From an optimization exercise on the open Yosys and OpenROAD flow, aimed at small area and a short achievable clock period; shortcuts taken in it are not production practice.
In this exercise RTL edits were held to simulation tests only and were not proved equivalent to the original.
Power and IR drop assume default switching activity.

## flow/design.v (module list and top-level ports; edited modules follow where they fit)
// module user_logic: 1186 lines
// module fa: 4 lines
// module rdmux8: 6 lines
module user_logic
(
  Bus2IP_Clk,
  Bus2IP_Reset,
  Bus2IP_Data,
  Bus2IP_BE,
  Bus2IP_RdCE,
  Bus2IP_WrCE,
  IP2Bus_Data,
  IP2Bus_RdAck,
  IP2Bus_WrAck,
  IP2Bus_Error
);
  // ...
==> flow/flow/run.sh <==
#!/bin/bash
# The standard layout, with every input and output port buffered by
# sky130_fd_sc_hd__buf_2 (buffer_ports' -buffer_cell) instead of the cell
# buffer_ports picks by itself, and the buffers ABC put in at synthesis
# removed at floorplan (REMOVE_ABC_BUFFERS) so repair_design re-buffers only
# where needed. Everything else is the standard flow.
set -euo pipefail
bash standard.sh "BUFFER_PORTS_ARGS=-buffer_cell sky130_fd_sc_hd__buf_2" REMOVE_ABC_BUFFERS=1 finish > standard.log 2>&1
==> flow/standard.sh <==
#!/bin/bash
# synth_recipe.tcl (not shown) runs the flow's synth.tcl, then flattens the netlist and writes it again
# the make line also repeats each setting of config.mk as NAME=value (left out here)
make -C /OpenROAD-flow-scripts/flow DESIGN_CONFIG=/design/flow/config.mk WORK_HOME=/design/flow/orfs CLKGATE_MAP_FILE= SYNTH_SCRIPT=/design/flow/synth_recipe.tcl "${@:-finish}"
==> flow/config.mk <==
export PLATFORM = sky130hd
export DESIGN_NAME = user_logic
export DESIGN_NICKNAME = user_logic
export VERILOG_FILES = /design/flow/design.v
export SDC_FILE = /design/flow/constraint.sdc
export NUM_CORES = 4
export LEC_CHECK = 0
export ABC_AREA = 1
export CAP_MARGIN = 20
export CORE_MARGIN = 2
export CORE_UTILIZATION = 40
export CTS_BUF_LIST = sky130_fd_sc_hd__clkbuf_4 sky130_fd_sc_hd__clkbuf_8
export SETUP_SLACK_MARGIN = 4.4
export SLEW_MARGIN = 20
export SYNTH_HIERARCHICAL = 1
export SYNTH_MINIMUM_KEEP_SIZE = 0
export TNS_END_PERCENT = 5
==> flow/constraint.sdc <==
create_clock -name core_clock -period 8.5 [get_ports {Bus2IP_Clk}]
set_input_delay 1.7000 -clock core_clock [delete_from_list [all_inputs] [get_ports {Bus2IP_Clk}]]
set_output_delay 1.7000 -clock core_clock [all_outputs]
set_load 0.01 [all_outputs]
==> implementation parameters, run 1 <==
Parameter                              Value

Run status
  Result of the run    complete, no violations

Placement
  Post-DP Area    between 15000 and 20000 um2
  Post-DP HPWL    approximately 33000 um

Final layout
  Sequential share of cell area    between 10% and 20%
  Fraction of area in multi-input gates    between 60% and 70%
  Non-clk invs    103
  Number of multi-input combinational cells in the layout    1240
  Max-area cell class    multi-input combinational cells

Critical path
  Reg-to-reg critical path endpoint    t27_1
  Endpoint kind of the worst setup timing path    output pin
  Source of the critical timing path    Bus2IP_RdCE[0]

Clocking
  Count of hold-fix buffers inserted at cts    0
  Root Buffer Master    sky130_fd_sc_hd__clkbuf_8
  Latest clock arrival within the worst-skew pair    just over 0.5 ns
  H-tree Lvls    4

STA
  Final-report hold violation count    0
  Timing-limited maximum frequency    232.1 MHz

Logic synthesis
  Flop and latch count out of synthesis    roughly 160
  Number of flops mapped to enable cells by yosys    0
  Fraction of synthesis flops using an asynchronous set or reset pin    0%
  Most frequent cell after synthesis    sky130_fd_sc_hd__xor2_1
  Yosys warnings    7
  Library cell with the largest summed area after synthesis    sky130_fd_sc_hd__fa_1
  Share of cell area taken by muxes after synthesis    1.137%
  Post-synthesis xor/xnor area fraction    14.96%
  Number of instances in the synthesized netlist    approximately 1600

Pwr
  Reported combinational group power    ~0.56 mW

Detailed routing
  Routed length on met2    roughly 23000 um
  Number of vias in the routed layout    ~13000

Global route
  Met3 routing resource usage after global routing    4.123%
==> inputs of run 2 (changes only) <==
--- a/flow/config.mk
+++ b/flow/config.mk
@@ -12,3 +12,3 @@
 export CTS_BUF_LIST = sky130_fd_sc_hd__clkbuf_4 sky130_fd_sc_hd__clkbuf_8
-export SETUP_SLACK_MARGIN = 4.4
+export SETUP_SLACK_MARGIN = 4.3
 export SLEW_MARGIN = 20
==> run 2 against run 1 <==
Area after synthesis unchanged. Clock power up 0.7%. Routed wire length down 0.82%. Cell area down 0.64%. Worst hold slack about the same. Cell count down 0.28%. Largest power group unchanged. Sequential cell count unchanged. Still clean on timing, DRC and antenna. Critical path depth unchanged. Synthesized cell count unchanged. Largest cell class unchanged. Sequential share of layout area up 0.11 points. Die area unchanged. Power about the same.
==> implementation parameters, run 2 <==
Parameter                              Value

Run status
  Result of the run    complete, no violations (unchanged)

Detailed routing
  Post-DR wirelength/cell    22.05 um (was 22.17 um)
  Vias per std cell    5.824 (was 5.860)
  Number of vias in the routed layout    12540 (was 12650)
  Routed wire length    47480 um (was 47870 um)
  Number of DRC markers after the initial detailed-route iteration    1512 (was 1575)
  Total DRC errors in the routed layout    0 (unchanged)
  Routed Antenna Nets    0 (unchanged)
  Iteration count of the initial detailed-routing pass    6 (was 5)

Worst hold path
  End of the worst hold path    slv_reg2[29] (was slv_reg2[30])
  Type of the worst min-delay path    reg -> reg (unchanged)
  Startpoint of the worst hold path    t2_0 (was t1_0)
  Hold depth    0 (unchanged)

Logic synthesis
  Post-synthesis average cell area    9.459 um2 (unchanged)
  Flop and latch count out of synthesis    158 (unchanged)
  Most frequent cell after synthesis    sky130_fd_sc_hd__xor2_1 (unchanged)
  Yosys warnings    7 (unchanged)
  Combinational family with the most area after synthesis    adder cells (unchanged)
  Number of instances in the synthesized netlist    1640 (unchanged)
  Share of synthesized cell area in full adder, half adder and majority cells    31.49% (unchanged)
  Share of the synthesized area in compound gates (AO/OA/AOI/OAI)    14.42% (unchanged)
  Count of unique library cells instantiated by Yosys    34 (unchanged)
  Synthesized cell area    15510 um2 (unchanged)
  Commonest cells in the synthesized netlist    sky130_fd_sc_hd__xor2_1 (259), sky130_fd_sc_hd__o22ai_1 (241), sky130_fd_sc_hd__fa_1 (234) (unchanged)
  Library cell with the largest summed area after synthesis    sky130_fd_sc_hd__fa_1 (unchanged)
  Share of cell area taken by muxes after synthesis    1.137% (unchanged)
  Post-synthesis simple-gate area fraction    10.74% (unchanged)
  Number of flops mapped to enable cells by yosys    0 (unchanged)
  Post-synthesis xor/xnor area fraction    14.96% (unchanged)
  Primary flip-flop cell chosen by synthesis mapping    sky130_fd_sc_hd__dfxtp_1 (unchanged)
  Fraction of synthesis flops using an asynchronous set or reset pin    0% (unchanged)
  Fraction of the yosys area taken by sequential cells    20.39% (unchanged)
  Fraction of synthesized cell area taken by the top area cell type    30.20% (unchanged)
  Largest cells by area after synthesis    sky130_fd_sc_hd__fa_1 (30%), sky130_fd_sc_hd__dfxtp_1 (20%), sky130_fd_sc_hd__xor2_1 (15%) (unchanged)

Final layout
  Most frequent cells in the layout    sky130_fd_sc_hd__xor2_1 (259), sky130_fd_sc_hd__o22ai_1 (241), sky130_fd_sc_hd__fa_1 (234), sky130_fd_sc_hd__dfxtp_1 (152), sky130_fd_sc_hd__nand2_1 (120) (was sky130_fd_sc_hd__xor2_1 (259), sky130_fd_sc_hd__o22ai_1 (241), sky130_fd_sc_hd__fa_1 (234), sky130_fd_sc_hd__dfxtp_1 (152), sky130_fd_sc_hd__nand2_1 (119))
  Largest registers    slv_reg0 x32, slv_reg1 x32, slv_reg2 x32 (unchanged)
  Commonest non-fill, non-tap cell in the layout    sky130_fd_sc_hd__xor2_1 (unchanged)
  Synth-to-layout area growth    8.348% (was 9.050%)
  Fin util    43.69% (was 43.98%)
  Layout cell share with drive strength beyond 1    13.15% (was 13.65%)
  Number of nets in the final layout    1917 (was 1923)
  Antenna fix cells    0 (unchanged)

Critical path
  Worst path bufs/invs    3 (unchanged)
  Required time at the endpoint of the critical path    6.80 ns (about the same)
  Crit-path leading delay family    buffers and inverters (unchanged)
  Endpoint kind of the worst setup timing path    output pin (unchanged)
  Startpoint of the lowest-slack register-to-register path    slv_reg1[31] (was slv_reg1[28])
  Reg-to-reg critical path endpoint    t27_1 (unchanged)
  Crit path max-delay cell type    sky130_fd_sc_hd__nor2_4 (unchanged)
  Start-to-end type of the worst setup path    in -> out (unchanged)
  Source of the critical timing path    Bus2IP_RdCE[0] (unchanged)
  CP Max Fanout    8 (was 11)
  Slack of the worst reg-to-reg path    4.26 ns (was 4.34 ns)
  Worst stage delay on the critical path    0.19 ns (about the same)
  Crit path arrival time    2.59 ns (was 2.61 ns)
  Element type at the critical path start    input port (unchanged)
  R2R cell count    9 (unchanged)
  Cells along the critical path    buf_16, buf_16, nor2_4, nand3_1, nand3_1, buf_2 (unchanged)

Global route
  Overall routing resource usage    23.33% (was 23.65%)
  Global-route wire length before repair    72460 um (was 73420 um)
  Pin count of the biggest net entering global routing    67 (unchanged)
  Number of antenna violations at the first check in global routing    0 (unchanged)
  Vias in the first global route    12480 (was 12570)
  Remaining Overflow, GRT    0 (unchanged)

STA
  Final count of negative-setup-slack endpoints    0 (unchanged)
  Worst setup skew after layout    0.03150 ns (was 0.03041 ns)
  Relative slew slack    26.08% (was 23.81%)
  Setup Total Neg Slack    0 ns (unchanged)
  Max-slew violation count    0 (unchanged)
  Final-report hold violation count    0 (unchanged)
  Actual slew at the worst max-slew pin    1.108 ns (was 1.142 ns)
  Timing-limited maximum frequency    233.3 MHz (was 232.1 MHz)
  Unrepaired setup endpoints after global routing    true (unchanged)
  Final worst hold slack    0.3346 ns (about the same)
  PnR worst setup slack    4.213 ns (was 4.192 ns)
  Time the worst path needs with I/O delays and setup    4.287 ns (was 4.308 ns)
  Portion of the clock cycle consumed by the worst path in the final layout    50.44% (was 50.68%)

Placement
  Global placer's final weighted congestion    0.8762 (unchanged)
  Post-DP HPWL    32940 um (unchanged)
  DP Worst Slack    3.227 ns (unchanged)
  Number of buffers added on ports    77 (unchanged)

Die
  Die footprint    40370 um2 (unchanged)
  I/O pin count    79 (unchanged)
  Area of the core    38470 um2 (unchanged)
  Chip height    200.9 um (unchanged)
  Rows    72 (unchanged)
  Die span in x    200.9 um (unchanged)
  Initial Utilization    40.33% (unchanged)

Pwr
  Share of total power in sequential cells    44.7% (about the same)
  Total power draw    2.036 mW (was 2.034 mW)
  Total leakage power    8.633 nW (was 8.667 nW)
  Sw power    0.7338 mW (was 0.7305 mW)
  Internal Dissipation    1.302 mW (was 1.304 mW)
  Power density relative to cell area    121.2 nW/um2 (was 120.3 nW/um2)
  Comb power frac    27.2% (was 27.3%)
  Worst vdd ir    0.08382 mV (was 0.07917 mV)
  Clk pwr share    28.2% (was 28.0%)
  Share of total power consumed by net switching    36.03% (was 35.91%)

Clocking
  Latest clock arrival within the worst-skew pair    0.52 ns (was 0.51 ns)
  Count of hold-fix buffers inserted at cts    0 (unchanged)
  CTS tree    yes (unchanged)
  Root Buffer Master    sky130_fd_sc_hd__clkbuf_8 (unchanged)
  Clock transition time at the flip-flop clock pins of the worst setup and hold paths    0.08 ns (was 0.09 ns)
  Number of clock buffers inserted by TritonCTS    17 (unchanged)
  Number of clock sinks    158 (unchanged)
  Number of buffers on the longest clock path    2 (unchanged)
  H-tree Lvls    4 (unchanged)

Job
  Max-cap violations    0 (unchanged)
## run 2: cell types whose count changed in the layout (fill, tap and decap cells not counted)
cell | before | now
sky130_fd_sc_hd__dfxtp_4 | 4 | 3
sky130_fd_sc_hd__nand2_1 | 119 | 120
sky130_fd_sc_hd__clkinvlp_4 | 6 | 5
sky130_fd_sc_hd__or2_1 | 6 | 7
sky130_fd_sc_hd__mux2_2 | 8 | 6
sky130_fd_sc_hd__dfxtp_2 | 2 | 3
sky130_fd_sc_hd__buf_12 | 6 | 2
sky130_fd_sc_hd__buf_8 | 3 | 2
sky130_fd_sc_hd__clkbuf_16 | 1 | 2
sky130_fd_sc_hd__nand2_4 | 5 | 4
sky130_fd_sc_hd__or2_4 | 1 | 0
sky130_fd_sc_hd__inv_1 | 84 | 85
## run 2: kinds of logic after synthesis
| kind of cell | count (synthesis) |
|---|---|
| xor+xnor | 265 |
| buf+inv | 244 |
| flops | 158 |
| compound gates | 346 |
| other cells | 1 |
| fa+ha+maj | 250 |
| simple gates | 362 |
| mux | 14 |
## run 2: metal layers
| metal | vias to the layer above | global-route usage [%] | routed length (um) |
|---|---|---|---|
| met5 | - | 0 | 0 |
| met4 | 0 | 8.730 | 1394 |
| met3 | 90 | 4.010 | 3753 |
| met2 | 601 | 37.84 | 22510 |
| met1 | 6316 | 31.27 | 19820 |
| li1 | 5533 | - | - |
## run 2: per-module statistics from Yosys (local to each module, per instance)
module | flops+latches | cells
rdmux8 | 0 | 39
fa | 0 | 1
user_logic | 158 | 1259
## run 2: how the worst max path moves through the flow
stage                                 to  slack [ns]  cells past startpoint
after floorplan                    t27_1        3.51                      8
after global placement             t27_1        3.38                      9
after detailed placement           t27_1        3.23                      9
after CTS                 IP2Bus_Data[3]        4.14                      6
after global routing               t29_1        4.17                     10
final                     IP2Bus_Data[1]        4.21                      6
## run 2: layout make-up
class                           count  area, um2
Inverter                          102      400.4
Sequential cell                   158       3178
Tap cell                          518      648.1
Multi-Input combinational cell   1238      11410
Clock buffer                       18      247.7
Clock inverter                     13      130.1
Timing Repair inverter              1      5.005
Timing Repair Buffer              105      790.8
Fill cell                        3717      21660
## run 2: per-stage QoR
step                      area [um2]  std cells
final                          16810       2153
after global routing           16810       2153
after CTS                      16620       2146
after detailed placement       16010       2111
after global placement         16010       2111
after floorplan                14840       1498
## run 2: power by group through the flow
stage | clock, mW | sequential [mW] | combinational (mW)
after CTS | 0.585 | 0.913 | 0.544
after global placement | 0 | 0.930 | 0.515
after detailed placement | 0 | 0.929 | 0.526
final | 0.574 | 0.909 | 0.553
after global routing | 0.613 | 0.922 | 0.618
after floorplan | 0 | 0.911 | 0.340
## run 2: what timing repair did
item,CTS,global route
pin swaps,0,14
gates resized for setup,41,22
cloned,2,2
buffers inserted,2,5
endpoints found under the setup margin,87,55
==> inputs of run 3 (changes only) <==
--- a/flow/config.mk
+++ b/flow/config.mk
@@ -16,2 +16,2 @@
 export SYNTH_MINIMUM_KEEP_SIZE = 0
-export TNS_END_PERCENT = 5
+export TNS_END_PERCENT = 20
==> run 3 against run 2 <==
Still clean. Synthesized cell count unchanged. Cell count barely moved. Clock skew fell by 0.0011 ns. Sequential cell count is the same. Critical path depth unchanged. Cell area rose by 0.46%. Worst setup slack is essentially flat. Via count up 0.30%. Die area stayed put. Fmax hardly changed. Power grew 0.11%. Largest power group unchanged.
==> implementation parameters, run 3 <==
Parameter                              Value

Critical path
  Startpoint of the lowest-slack register-to-register path    slv_reg1[26] (was slv_reg1[31])
  Required time at the endpoint of the critical path    6.80 ns (about the same)
  Endpoint kind of the worst setup timing path    output pin (unchanged)
  Source of the critical timing path    Bus2IP_RdCE[0] (unchanged)
  Element type at the critical path start    input port (unchanged)
  CP Max Fanout    8 (unchanged)
  Crit path arrival time    2.59 ns (about the same)
  Start-to-end type of the worst setup path    in -> out (unchanged)

Final layout
  Largest registers    slv_reg0 x32, slv_reg1 x32, slv_reg2 x32 (unchanged)
  Antenna fix cells    0 (unchanged)
  Most frequent cells in the layout    sky130_fd_sc_hd__xor2_1 (259), sky130_fd_sc_hd__o22ai_1 (241), sky130_fd_sc_hd__fa_1 (234), sky130_fd_sc_hd__dfxtp_1 (152), sky130_fd_sc_hd__nand2_1 (120) (unchanged)
  Number of nets in the final layout    1916 (was 1917)
  Layout cell share with drive strength beyond 1    13.71% (was 13.15%)
  Final-layout fill cell count    3710 (was 3717)
  Synth-to-layout area growth    8.848% (was 8.348%)
  Commonest non-fill, non-tap cell in the layout    sky130_fd_sc_hd__xor2_1 (unchanged)
  Fin util    43.89% (was 43.69%)

Logic synthesis
  Library cell with the largest summed area after synthesis    sky130_fd_sc_hd__fa_1 (unchanged)
  Flop and latch count out of synthesis    158 (unchanged)
  Number of flops mapped to enable cells by yosys    0 (unchanged)
  Synthesized cell area    15510 um2 (unchanged)
  Most frequent cell after synthesis    sky130_fd_sc_hd__xor2_1 (unchanged)
  Fraction of the yosys area taken by sequential cells    20.39% (unchanged)
  Share of the synthesized area in compound gates (AO/OA/AOI/OAI)    14.42% (unchanged)
  Fraction of synthesized cell area taken by the top area cell type    30.20% (unchanged)
  Post-synthesis xor/xnor area fraction    14.96% (unchanged)
  Count of unique library cells instantiated by Yosys    34 (unchanged)
  Fraction of synthesis flops using an asynchronous set or reset pin    0% (unchanged)
  Number of instances in the synthesized netlist    1640 (unchanged)
  Largest cells by area after synthesis    sky130_fd_sc_hd__fa_1 (30%), sky130_fd_sc_hd__dfxtp_1 (20%), sky130_fd_sc_hd__xor2_1 (15%) (unchanged)
  Yosys warnings    7 (unchanged)
  Primary flip-flop cell chosen by synthesis mapping    sky130_fd_sc_hd__dfxtp_1 (unchanged)
  Commonest cells in the synthesized netlist    sky130_fd_sc_hd__xor2_1 (259), sky130_fd_sc_hd__o22ai_1 (241), sky130_fd_sc_hd__fa_1 (234) (unchanged)
  Post-synthesis simple-gate area fraction    10.74% (unchanged)
  Post-synthesis average cell area    9.459 um2 (unchanged)
  Share of synthesized cell area in full adder, half adder and majority cells    31.49% (unchanged)
  Combinational family with the most area after synthesis    adder cells (unchanged)
  Share of cell area taken by muxes after synthesis    1.137% (unchanged)

Clocking
  Root Buffer Master    sky130_fd_sc_hd__clkbuf_8 (unchanged)
  Number of clock buffers inserted by TritonCTS    17 (unchanged)
  Number of buffers on the longest clock path    2 (unchanged)
  H-tree Lvls    4 (unchanged)
  Number of clock sinks    158 (unchanged)
  CTS tree    yes (unchanged)
  Latest clock arrival within the worst-skew pair    0.52 ns (about the same)
  Clock transition time at the flip-flop clock pins of the worst setup and hold paths    0.08 ns (about the same)

Pwr
  Worst vdd ir    0.08456 mV (was 0.08382 mV)
  Share of total power consumed by net switching    36.06% (was 36.03%)
  Internal Dissipation    1.303 mW (was 1.302 mW)
  Share of total power in sequential cells    44.7% (about the same)
  Sw power    0.7350 mW (was 0.7338 mW)
  Clk pwr share    28.1% (was 28.2%)
  Power density relative to cell area    120.7 nW/um2 (was 121.2 nW/um2)
  Total power draw    2.039 mW (was 2.036 mW)
  Comb power frac    27.2% (about the same)
  Total leakage power    8.656 nW (was 8.633 nW)

Die
  Chip height    200.9 um (unchanged)
  Die footprint    40370 um2 (unchanged)
  Area of the core    38470 um2 (unchanged)
  Die span in x    200.9 um (unchanged)
  I/O pin count    79 (unchanged)
  Rows    72 (unchanged)
  Initial Utilization    40.33% (unchanged)

Global route
  Global-route wire length before repair    72510 um (was 72460 um)
  Remaining Overflow, GRT    0 (unchanged)
  Number of antenna violations at the first check in global routing    0 (unchanged)
  Overall routing resource usage    23.35% (was 23.33%)
  Pin count of the biggest net entering global routing    67 (unchanged)
  Vias in the first global route    12510 (was 12480)

Detailed routing
  Number of vias in the routed layout    12580 (was 12540)
  Highest Signal Layer    met4 (unchanged)
  Number of DRC markers after the initial detailed-route iteration    1472 (was 1512)
  Iteration count of the initial detailed-routing pass    6 (unchanged)
  Routed Antenna Nets    0 (unchanged)
  Routed length on met2    22880 um (was 22510 um)
  Routed wire length    47570 um (was 47480 um)
  Total DRC errors in the routed layout    0 (unchanged)
  M1 WL    19540 um (was 19820 um)
  Vias per std cell    5.845 (was 5.824)
  Length of routed met3 wiring    3913 um (was 3753 um)
  Post-DR wirelength/cell    22.10 um (was 22.05 um)

STA
  Final-report hold violation count    0 (unchanged)
  Worst setup skew after layout    0.03041 ns (was 0.03150 ns)
  Relative slew slack    24.39% (was 26.08%)
  Actual slew at the worst max-slew pin    1.133 ns (was 1.108 ns)
  Portion of the clock cycle consumed by the worst path in the final layout    50.44% (about the same)
  Max-slew violation count    0 (unchanged)
  Setup Total Neg Slack    0 ns (unchanged)
  Final count of negative-setup-slack endpoints    0 (unchanged)
  Time the worst path needs with I/O delays and setup    4.287 ns (about the same)
  Timing-limited maximum frequency    233.3 MHz (about the same)
  Unrepaired setup endpoints after global routing    true (unchanged)

Placement
  Number of buffers added on ports    77 (unchanged)
  Global placer's final weighted congestion    0.8762 (unchanged)
  Post-DP HPWL    32940 um (unchanged)

Worst hold path
  Type of the worst min-delay path    reg -> reg (unchanged)
  Startpoint of the worst hold path    t2_0 (unchanged)

Job
  Max-cap violations    0 (unchanged)

Run status
  Result of the run    complete, no violations (unchanged)
-- run 3: cell counts after synthesis --
Identical to the previous run, type by type.
-- run 3: repair_timing --
item,in CTS,in global routing
setup buffers,4,2
gates resized for setup,41,38
pin swaps,0,27
endpoints found under the setup margin,87,48
cloned,2,2
hold buffers,0,0
-- run 3: cell families after synthesis --
kind of cell	count (synthesis)
and+or+nand+nor	362
AOI/OAI and AO/OA	346
xor gates and xnor gates	265
adders and majority gates	250
buffers and inverters	244
DFF	158
muxes	14
other	1
-- run 3: power by group through the flow --
stage | sequential (mW) | combinational (mW) | clock (mW)
floorplan | 0.911 | 0.340 | 0
global placement | 0.930 | 0.515 | 0
detailed placement | 0.929 | 0.526 | 0
CTS | 0.911 | 0.546 | 0.585
global route | 0.923 | 0.620 | 0.613
finish | 0.911 | 0.555 | 0.573
-- run 3: per-module statistics from Yosys, one instance, submodules excluded --
module | cell area [um2] | flip-flops and latches | times used
user_logic | 10110 | 158 | 1
rdmux8 | 224.0 | 0 | 4
fa | 20.02 | 0 | 225
-- run 3: critical path, stage by stage --
cell and delay, ns:
sky130_fd_sc_hd__buf_16 0.13, sky130_fd_sc_hd__buf_16 0.17, sky130_fd_sc_hd__nor2_4 0.19, sky130_fd_sc_hd__nand3_2 0.12
sky130_fd_sc_hd__nand3_1 0.12, sky130_fd_sc_hd__buf_2 0.15
-- run 3: final timing paths --
path / endpoint / slack [ns] / cells after the start
worst max-delay path: IP2Bus_Data[0] / 4.21 / 6
worst min-delay path: slv_reg2[29] / 0.33 / 0
worst max register to register: t27_1 / 4.27 / 9
worst min register to register: slv_reg2[29] / 0.33 / 0
-- run 3: layout make-up --
type                            count  area, um2  share of cell area (%)
Clock buffer                       18      247.7                   1.467
Clock inverter                     13      130.1                  0.7707
Inverter                          102      404.1                   2.393
Multi-Input combinational cell   1238      11450                   67.83
Sequential cell                   158       3178                   18.82
Tap cell                          518      648.1                   3.838
Timing Repair Buffer              104      819.5                   4.854
Timing Repair inverter              1      5.005                 0.02964
-- run 3: through the flow --
stage	area (um2)	hold slack, ns	cells	setup WS, ns
after floorplan	14840	0.3096	1498	3.513
after global placement	16010	0.3123	2111	3.377
after detailed placement	16010	0.3160	2111	3.227
after CTS	16640	0.3383	2148	4.141
after global routing	16880	0.3411	2152	4.175
final	16880	0.3348	2152	4.213
-- run 3: metal layers --
layer | GRT usage, % | vias up
li1 | - | 5535
met2 | 37.85 | 661
met4 | 8.704 | 0
met1 | 31.31 | 6302
met5 | 0 | -
met3 | 4.026 | 80
==> inputs of run 4 (changes only) <==
--- a/flow/config.mk
+++ b/flow/config.mk
@@ -12,2 +12,3 @@
 export CTS_BUF_LIST = sky130_fd_sc_hd__clkbuf_4 sky130_fd_sc_hd__clkbuf_8
+export GPL_ROUTABILITY_DRIVEN = 0
 export SETUP_SLACK_MARGIN = 4.3
@@ -16,2 +17,2 @@
 export SYNTH_MINIMUM_KEEP_SIZE = 0
-export TNS_END_PERCENT = 20
+export TNS_END_PERCENT = 5
==> run 4 against run 3 <==
Cell area decreased by 0.46%. Sequential power about the same. Utilization decreased by 0.20 points. Worst setup slack about the same. Die area unchanged.
==> implementation parameters, run 4 <==
Parameter                              Value

Run status
  Result of the run    complete, no violations (unchanged)

Global route
  Vias in the first global route    12480 (was 12510)
  Remaining Overflow, GRT    0 (unchanged)
  Number of antenna violations at the first check in global routing    0 (unchanged)
  Pin count of the biggest net entering global routing    67 (unchanged)
  Global-route wire length before repair    72460 um (was 72510 um)
  Overall routing resource usage    23.33% (was 23.35%)

Logic synthesis
  Primary flip-flop cell chosen by synthesis mapping    sky130_fd_sc_hd__dfxtp_1 (unchanged)
  Largest cells by area after synthesis    sky130_fd_sc_hd__fa_1 (30%), sky130_fd_sc_hd__dfxtp_1 (20%), sky130_fd_sc_hd__xor2_1 (15%) (unchanged)
  Fraction of the yosys area taken by sequential cells    20.39% (unchanged)
  Post-synthesis average cell area    9.459 um2 (unchanged)
  Flop and latch count out of synthesis    158 (unchanged)
  Count of unique library cells instantiated by Yosys    34 (unchanged)
  Fraction of synthesized cell area taken by the top area cell type    30.20% (unchanged)
  Library cell with the largest summed area after synthesis    sky130_fd_sc_hd__fa_1 (unchanged)
  Fraction of synthesis flops using an asynchronous set or reset pin    0% (unchanged)
  Number of instances in the synthesized netlist    1640 (unchanged)
  Most frequent cell after synthesis    sky130_fd_sc_hd__xor2_1 (unchanged)
  Yosys warnings    7 (unchanged)
  Commonest cells in the synthesized netlist    sky130_fd_sc_hd__xor2_1 (259), sky130_fd_sc_hd__o22ai_1 (241), sky130_fd_sc_hd__fa_1 (234) (unchanged)
  Number of flops mapped to enable cells by yosys    0 (unchanged)
  Synthesized cell area    15510 um2 (unchanged)

STA
  Actual slew at the worst max-slew pin    1.108 ns (was 1.133 ns)
  Setup Total Neg Slack    0 ns (unchanged)
  Worst setup skew after layout    0.03150 ns (was 0.03041 ns)
  Portion of the clock cycle consumed by the worst path in the final layout    50.44% (about the same)
  Relative slew slack    26.08% (was 24.39%)
  Final-report hold violation count    0 (unchanged)
  Unrepaired setup endpoints after global routing    true (unchanged)
  Max-slew violation count    0 (unchanged)
  Final count of negative-setup-slack endpoints    0 (unchanged)
  Timing-limited maximum frequency    233.3 MHz (about the same)
  Time the worst path needs with I/O delays and setup    4.287 ns (about the same)

Detailed routing
  Post-DR wirelength/cell    22.05 um (was 22.10 um)
  Number of DRC markers after the initial detailed-route iteration    1512 (was 1472)
  Total DRC errors in the routed layout    0 (unchanged)
  Routed Antenna Nets    0 (unchanged)
  Iteration count of the initial detailed-routing pass    6 (unchanged)
  Routed wire length    47480 um (was 47570 um)
  Number of vias in the routed layout    12540 (was 12580)
  Vias per std cell    5.824 (was 5.845)

Final layout
  Final-layout fill cell count    3717 (was 3710)
  Area of the multi-input gates    11410 um2 (was 11450 um2)
  Antenna fix cells    0 (unchanged)
  Register area    3178 um2 (unchanged)
  Fin util    43.69% (was 43.89%)
  Layout cell share with drive strength beyond 1    13.15% (was 13.71%)
  Synth-to-layout area growth    8.348% (was 8.848%)
  Most frequent cells in the layout    sky130_fd_sc_hd__xor2_1 (259), sky130_fd_sc_hd__o22ai_1 (241), sky130_fd_sc_hd__fa_1 (234), sky130_fd_sc_hd__dfxtp_1 (152), sky130_fd_sc_hd__nand2_1 (120) (unchanged)
  Commonest non-fill, non-tap cell in the layout    sky130_fd_sc_hd__xor2_1 (unchanged)
  Largest registers    slv_reg0 x32, slv_reg1 x32, slv_reg2 x32 (unchanged)
  Number of nets in the final layout    1917 (was 1916)
  Final design instance area without fill    16810 um2 (was 16880 um2)
  Non-filler cells, final    2153 (was 2152)

Critical path
  Crit path arrival time    2.59 ns (about the same)
  Cells along the critical path    buf_16, buf_16, nor2_4, nand3_1, nand3_1, buf_2 (was buf_16, buf_16, nor2_4, nand3_2, nand3_1, buf_2)
  Crit path max-delay cell type    sky130_fd_sc_hd__nor2_4 (unchanged)
  Crit-path leading delay family    buffers and inverters (unchanged)
  Endpoint kind of the worst setup timing path    output pin (unchanged)
  Required time at the endpoint of the critical path    6.80 ns (about the same)
  Start-to-end type of the worst setup path    in -> out (unchanged)
  CP Max Fanout    8 (unchanged)
  Worst stage delay on the critical path    0.19 ns (about the same)
  Element type at the critical path start    input port (unchanged)
  Worst path bufs/invs    3 (unchanged)

Clocking
  H-tree Lvls    4 (unchanged)
  Count of hold-fix buffers inserted at cts    0 (unchanged)
  Number of clock buffers inserted by TritonCTS    17 (unchanged)
  Number of buffers on the longest clock path    2 (unchanged)
  Root Buffer Master    sky130_fd_sc_hd__clkbuf_8 (unchanged)
  Clock transition time at the flip-flop clock pins of the worst setup and hold paths    0.08 ns (about the same)
  Number of clock sinks    158 (unchanged)
  Latest clock arrival within the worst-skew pair    0.52 ns (about the same)
  CTS tree    yes (unchanged)

Die
  Die footprint    40370 um2 (unchanged)
  Initial Utilization    40.33% (unchanged)
  Die span in x    200.9 um (unchanged)
  Chip height    200.9 um (unchanged)
  Rows    72 (unchanged)
  Area of the core    38470 um2 (unchanged)
  I/O pin count    79 (unchanged)

Placement
  Number of buffers added on ports    77 (unchanged)
  Post-DP HPWL    32940 um (unchanged)
  Inst Count DP    2111 (unchanged)
  Post-DP Area    16010 um2 (unchanged)

Job
  Max-cap violations    0 (unchanged)

Pwr
  Total leakage power    8.633 nW (was 8.656 nW)
  Total power draw    2.036 mW (was 2.039 mW)
  Worst vdd ir    0.08382 mV (was 0.08456 mV)
  Power density relative to cell area    121.2 nW/um2 (was 120.7 nW/um2)

Worst hold path
  Type of the worst min-delay path    reg -> reg (unchanged)
==> run 4: cell counts after synthesis <==
No cell type changed its count.
==> run 4: path summary, 6_finish.rpt <==
check,from,endpoint,slack [ns],cells after the start
max,Bus2IP_RdCE[0],IP2Bus_Data[1],4.21,6
min,t2_0,slv_reg2[29],0.33,0
max reg2reg,slv_reg1[31],t27_1,4.26,9
min reg2reg,t2_0,slv_reg2[29],0.33,0
==> run 4: per-stage QoR <==
step,hold slack [ns],worst slack (ns)
3_3_place_gp,0.3123,3.377
4_1_cts,0.3383,4.141
5_1_grt,0.3411,4.175
6_report,0.3346,4.213
3_5_place_dp,0.3160,3.227
2_1_floorplan,0.3096,3.513
==> run 4: what timing repair did <==
action | CTS | global route
endpoints found under the setup margin | 87 | 55
cloned | 2 | 2
pin swaps | 0 | 14
buffers inserted | 2 | 5
gates resized for setup | 41 | 22
==> run 4: Yosys stat by module, one instance, submodules excluded <==
| module | flops+latches | area, um2 | copies in the design | cells inside |
|---|---|---|---|---|
| user_logic | 158 | 10110 | 1 | 1259 |
| rdmux8 | 0 | 224.0 | 4 | 39 |
| fa | 0 | 20.02 | 225 | 1 |
==> run 4: report_power, final <==
part	leakage [nW]	internal (mW)	switching (mW)	total (mW)
clock	0.190	0.244	0.329	0.574
combinational	7.14	0.209	0.344	0.553
sequential	1.30	0.849	0.0603	0.909
total	8.63	1.30	0.734	2.04
==> run 4: routing by layer <==
layer	wire, um	GRT usage (%)	part of all wire [%]
met1	19820	31.27	42
met4	1394	8.730	2.9
met5	0	0	0
met2	22510	37.84	47
met3	3753	4.010	7.9
==> run 4: kinds of logic after synthesis <==
kind of cell / after synthesis / synth area share (%)
mux: 14 / 1.137
fa+ha+maj: 250 / 31.49
flops: 158 / 20.39
other cells: 1 / 0.02417
xor+xnor: 265 / 14.96
buf+inv: 244 / 6.832
simple gates: 362 / 10.74
compound gates: 346 / 14.42
==> run 4: final cells by class <==
cell class	count	share of cell area, %
Clock inverter	13	0.7742
Timing Repair inverter	1	0.02978
Clock buffer	18	1.474
Multi-Input combinational cell	1238	67.87
Sequential cell	158	18.91
Timing Repair Buffer	105	4.705
Tap cell	518	3.856
Inverter	102	2.382
==> run 4: worst register-to-register path: cells and delay by family (launching register included) <==
kind                     cells  cell delay [ns]
AND/OR/NAND/NOR              1             0.39
adder cells (fa/ha/maj)      5             2.45
flip-flops                   1             0.47
buffers and inverters        1             0.51
XOR/XNOR                     1             0.18
AO/OA/AOI/OAI                1             0.15
==> inputs of run 5 (changes only) <==
==> flow/flow/run.sh (replaced) <==
#!/bin/bash
# The standard layout, with every input and output port buffered by
# sky130_fd_sc_hd__buf_1 (buffer_ports' -buffer_cell) instead of the cell
# buffer_ports picks by itself, and the buffers ABC put in at synthesis
# removed at floorplan (REMOVE_ABC_BUFFERS) so repair_design re-buffers only
# where needed. Everything else is the standard flow.
set -euo pipefail
bash standard.sh "BUFFER_PORTS_ARGS=-buffer_cell sky130_fd_sc_hd__buf_1" REMOVE_ABC_BUFFERS=1 finish > standard.log 2>&1
--- a/flow/config.mk
+++ b/flow/config.mk
@@ -12,3 +12,2 @@
 export CTS_BUF_LIST = sky130_fd_sc_hd__clkbuf_4 sky130_fd_sc_hd__clkbuf_8
-export GPL_ROUTABILITY_DRIVEN = 0
 export SETUP_SLACK_MARGIN = 4.3
==> run 5 against run 4 <==
Die area unchanged. Utilization is 1.6 points higher. Cell area increased by 3.6%. Clock power increased by 5.9%. Register-to-register slack gained 0.03 ns. First-iteration DRC count rose by 2.5%. Area after synthesis unchanged. Non-clock buffer count up 29. Cell count grew 1.5%. Still clean.
==> implementation parameters, run 5 <==
Parameter                              Value

Logic synthesis
  Fraction of synthesized cell area taken by the top area cell type    30.20% (unchanged)
  Most frequent cell after synthesis    sky130_fd_sc_hd__xor2_1 (unchanged)
  Largest cells by area after synthesis    sky130_fd_sc_hd__fa_1 (30%), sky130_fd_sc_hd__dfxtp_1 (20%), sky130_fd_sc_hd__xor2_1 (15%) (unchanged)
  Primary flip-flop cell chosen by synthesis mapping    sky130_fd_sc_hd__dfxtp_1 (unchanged)
  Fraction of synthesis flops using an asynchronous set or reset pin    0% (unchanged)
  Number of instances in the synthesized netlist    1640 (unchanged)
  Library cell with the largest summed area after synthesis    sky130_fd_sc_hd__fa_1 (unchanged)
  Number of flops mapped to enable cells by yosys    0 (unchanged)
  Yosys warnings    7 (unchanged)
  Count of unique library cells instantiated by Yosys    34 (unchanged)
  Fraction of the yosys area taken by sequential cells    20.39% (unchanged)
  Flop and latch count out of synthesis    158 (unchanged)
  Post-synthesis average cell area    9.459 um2 (unchanged)
  Commonest cells in the synthesized netlist    sky130_fd_sc_hd__xor2_1 (259), sky130_fd_sc_hd__o22ai_1 (241), sky130_fd_sc_hd__fa_1 (234) (unchanged)
  Synthesized cell area    15510 um2 (unchanged)

Clocking
  Number of clock buffers inserted by TritonCTS    17 (unchanged)
  Count of hold-fix buffers inserted at cts    0 (unchanged)
  Number of clock sinks    158 (unchanged)
  Root Buffer Master    sky130_fd_sc_hd__clkbuf_8 (unchanged)
  H-tree Lvls    4 (unchanged)
  Number of buffers on the longest clock path    2 (unchanged)
  Clock transition time at the flip-flop clock pins of the worst setup and hold paths    0.09 ns (was 0.08 ns)
  Latest clock arrival within the worst-skew pair    0.50 ns (was 0.52 ns)
  CTS tree    yes (unchanged)

Pwr
  Power density relative to cell area    120.3 nW/um2 (was 121.2 nW/um2)
  Total power draw    2.093 mW (was 2.036 mW)
  Worst vdd ir    0.09136 mV (was 0.08382 mV)
  Total leakage power    8.717 nW (was 8.633 nW)

Detailed routing
  Number of vias in the routed layout    12840 (was 12540)
  Post-DR wirelength/cell    22.97 um (was 22.05 um)
  Routed Antenna Nets    0 (unchanged)
  Number of DRC markers after the initial detailed-route iteration    1550 (was 1512)
  Iteration count of the initial detailed-routing pass    9 (was 6)
  Routed wire length    50210 um (was 47480 um)
  Vias per std cell    5.871 (was 5.824)
  Total DRC errors in the routed layout    0 (unchanged)

Critical path
  Element type at the critical path start    input port (unchanged)
  Cells along the critical path    clkbuf_16, buf_12, buf_12, nor2_4, nand3_1, nand3_1, buf_1 (was buf_16, buf_16, nor2_4, nand3_1, nand3_1, buf_2)
  Reg-to-reg critical path endpoint    t20_0 (was t27_1)
  CP Max Fanout    8 (unchanged)
  R2R cell count    11 (was 9)
  Slack of the worst reg-to-reg path    4.29 ns (was 4.26 ns)
  Crit path arrival time    2.70 ns (was 2.59 ns)
  Crit path max-delay cell type    sky130_fd_sc_hd__nor2_4 (unchanged)
  Required time at the endpoint of the critical path    6.80 ns (about the same)
  Startpoint of the lowest-slack register-to-register path    slv_reg1[30] (was slv_reg1[31])
  Endpoint kind of the worst setup timing path    output pin (unchanged)
  Start-to-end type of the worst setup path    in -> out (unchanged)
  Worst stage delay on the critical path    0.17 ns (was 0.19 ns)

Final layout
  Most frequent cells in the layout    sky130_fd_sc_hd__xor2_1 (257), sky130_fd_sc_hd__o22ai_1 (232), sky130_fd_sc_hd__fa_1 (228), sky130_fd_sc_hd__dfxtp_1 (152), sky130_fd_sc_hd__nand2_1 (117) (was sky130_fd_sc_hd__xor2_1 (259), sky130_fd_sc_hd__o22ai_1 (241), sky130_fd_sc_hd__fa_1 (234), sky130_fd_sc_hd__dfxtp_1 (152), sky130_fd_sc_hd__nand2_1 (120))
  Synth-to-layout area growth    12.20% (was 8.348%)
  Largest registers    slv_reg0 x32, slv_reg1 x32, slv_reg2 x32 (unchanged)
  Antenna fix cells    0 (unchanged)
  Final-layout fill cell count    3661 (was 3717)
  Final design instance area without fill    17410 um2 (was 16810 um2)
  Area of the multi-input gates    11700 um2 (was 11410 um2)
  Number of nets in the final layout    1951 (was 1917)
  Register area    3181 um2 (was 3178 um2)
  Layout cell share with drive strength beyond 1    14.15% (was 13.15%)
  Commonest non-fill, non-tap cell in the layout    sky130_fd_sc_hd__xor2_1 (unchanged)

Worst hold path
  Type of the worst min-delay path    reg -> reg (unchanged)
  End of the worst hold path    slv_reg2[24] (was slv_reg2[29])
  Hold depth    0 (unchanged)
  Startpoint of the worst hold path    t7_0 (was t2_0)

STA
  Unrepaired setup endpoints after global routing    true (unchanged)
  Portion of the clock cycle consumed by the worst path in the final layout    51.73% (was 50.44%)
  Relative slew slack    26.89% (was 26.08%)
  Final count of negative-setup-slack endpoints    0 (unchanged)
  Final worst hold slack    0.3355 ns (was 0.3346 ns)
  Worst setup skew after layout    0.02694 ns (was 0.03150 ns)
  Actual slew at the worst max-slew pin    1.095 ns (was 1.108 ns)
  Setup Total Neg Slack    0 ns (unchanged)
  Final-report hold violation count    0 (unchanged)
  Timing-limited maximum frequency    227.4 MHz (was 233.3 MHz)
  Max-slew violation count    0 (unchanged)
  PnR worst setup slack    4.103 ns (was 4.213 ns)
  Time the worst path needs with I/O delays and setup    4.397 ns (was 4.287 ns)

Placement
  DP Worst Slack    3.514 ns (was 3.227 ns)
  Post-DP Area    15960 um2 (was 16010 um2)
  Number of buffers added on ports    77 (unchanged)
  Post-DP HPWL    33090 um (was 32940 um)
  Global placer's final weighted congestion    roughly 0.88

Die
  Chip height    200.9 um (unchanged)
  Die span in x    200.9 um (unchanged)
  Initial Utilization    40.33% (unchanged)
  I/O pin count    79 (unchanged)
  Rows    72 (unchanged)
  Die footprint    40370 um2 (unchanged)
  Area of the core    38470 um2 (unchanged)

Global route
  Vias in the first global route    12710 (was 12480)
  Pin count of the biggest net entering global routing    67 (unchanged)
  Global-route wire length before repair    75190 um (was 72460 um)
  Number of antenna violations at the first check in global routing    0 (unchanged)
  Remaining Overflow, GRT    0 (unchanged)
  Overall routing resource usage    24.31% (was 23.33%)

Run status
  Result of the run    complete, no violations (unchanged)

Job
  Max-cap violations    0 (unchanged)
## run 5: changes by cell type in the layout (fill, tap and decap cells not counted), moves of 7 or more
cell                       previous run  this run
sky130_fd_sc_hd__buf_4               18        38
sky130_fd_sc_hd__clkbuf_2             0         7
sky130_fd_sc_hd__buf_12               2        11
sky130_fd_sc_hd__o22ai_2             14        23
sky130_fd_sc_hd__o22ai_1            241       232
sky130_fd_sc_hd__buf_1                0        54
sky130_fd_sc_hd__nand3_1            102        81
sky130_fd_sc_hd__buf_2               74        10
sky130_fd_sc_hd__nand3_2              3        24
## run 5: cells by family (layout without fill, tap and decap cells)
logic type               count (synthesis)  in the layout  share of synthesized area, %
AO/OA/AOI/OAI                          346            346                         14.42
XOR/XNOR                               265            265                         14.96
adder cells (fa/ha/maj)                250            250                         31.49
buffers and inverters                  244            266                         6.832
flip-flops                             158            158                         20.39
multiplexers                            14             20                         1.137
other                                    1              1                       0.02417
AND/OR/NAND/NOR                        362            362                         10.74
## run 5: cell type report
cell class	count	area share (%)
multi-input combinational	1244	67.24
tap	518	3.724
clock buffer	19	1.466
inverter	102	2.243
clock inverter	11	0.9058
sequential	158	18.27
timing repair buffer	134	6.146
## run 5: worst max path at each step
stage / endpoint / slack (ns) / cells after the start / startpoint
floorplan: t27_1 / 3.51 / 8 / slv_reg1[30]
global placement: IP2Bus_Data[3] / 3.56 / 5 / Bus2IP_RdCE[0]
detailed placement: IP2Bus_Data[6] / 3.51 / 5 / Bus2IP_RdCE[0]
CTS: t29_1 / 4.12 / 10 / slv_reg1[16]
global route: IP2Bus_Data[30] / 4.08 / 6 / Bus2IP_RdCE[2]
finish: IP2Bus_Data[9] / 4.10 / 7 / Bus2IP_RdCE[1]
## run 5: metal layers
metal,vias to the layer above,routed length (um),global-route usage (%)
li1,5605,-,-
met1,6360,19630,31.38
met2,701,23300,38.80
met3,169,4437,4.773
met4,0,2846,12.51
met5,-,0,0
## run 5: per-module statistics from Yosys (local to each module, per instance)
module | flops+latches | copies in the design | cells
user_logic | 158 | 1 | 1259
fa | 0 | 225 | 1
rdmux8 | 0 | 4 | 39
## run 5: metrics by stage
stage / util [%] / instances
final: 45.25 / 2186
after CTS: 43.74 / 2157
after global routing: 45.25 / 2186
after global placement: 41.49 / 2117
after detailed placement: 41.49 / 2117
after floorplan: - / 1498
## run 5: what timing repair did
item,in CTS,in global routing
cloned,3,6
pin swaps,6,16
buffers inserted,7,23
resized for setup,65,84
setup endpoints to repair,78,60
## run 5: where the power goes
| part | internal (mW) | total [mW] | leakage [nW] | switching (mW) |
|---|---|---|---|---|
| clock | 0.302 | 0.608 | 0.208 | 0.306 |
| sequential | 0.849 | 0.911 | 1.30 | 0.0619 |
| combinational | 0.219 | 0.574 | 7.21 | 0.355 |
| total | 1.37 | 2.09 | 8.72 | 0.723 |
## run 5: worst max-delay path: cells and delay by family
kind,cells,cell delay (ns)
simple gates,3,0.42
buf+inv,4,0.57

## what the ideal ports hide
Ports are ideal in the flow. The routed layouts listed here were re-timed in OpenROAD.
Step 1 (the two cells are an assumption about what drives the block):
set clk [get_ports {Bus2IP_Clk}]
set_driving_cell -lib_cell sky130_fd_sc_hd__clkbuf_16 $clk
set_driving_cell -lib_cell sky130_fd_sc_hd__buf_2 [delete_from_list [all_inputs] $clk]
Step 2 adds t to the input delays and takes it off the output delays; t is the mean of the earliest and latest rising clock arrival at the registers after step 1. Input paths then give back, and output paths get back, about the clock's delay inside the block.
a / b / c = ideal / step 1 / step 2; a / b = the first two.
run	shift t [ns]	setup slack, ns	hold WS [ns]	worst setup path at the end	latest minus earliest clock arrival (ns)
run 1	0.542	4.192 / 4.116 / 4.116	0.335 / 0.335 / 0.335	input to output	0.031 / 0.031
run 2	0.550	4.213 / 4.092 / 4.092	0.335 / 0.335 / 0.335	input to output	0.032 / 0.032
run 3	0.551	4.213 / 4.081 / 4.081	0.335 / 0.335 / 0.335	input to output	0.031 / 0.031
run 4	0.550	4.213 / 4.092 / 4.092	0.335 / 0.335 / 0.335	input to output	0.032 / 0.032
run 5	0.536	4.103 / 4.064 / 4.064	0.335 / 0.335 / 0.335	input to output	0.027 / 0.027
After both steps setup and hold are still met in every run listed. The setup slack of run 3, which loses most, moves by -0.132 ns with the drivers and by -0.132 ns with both steps.
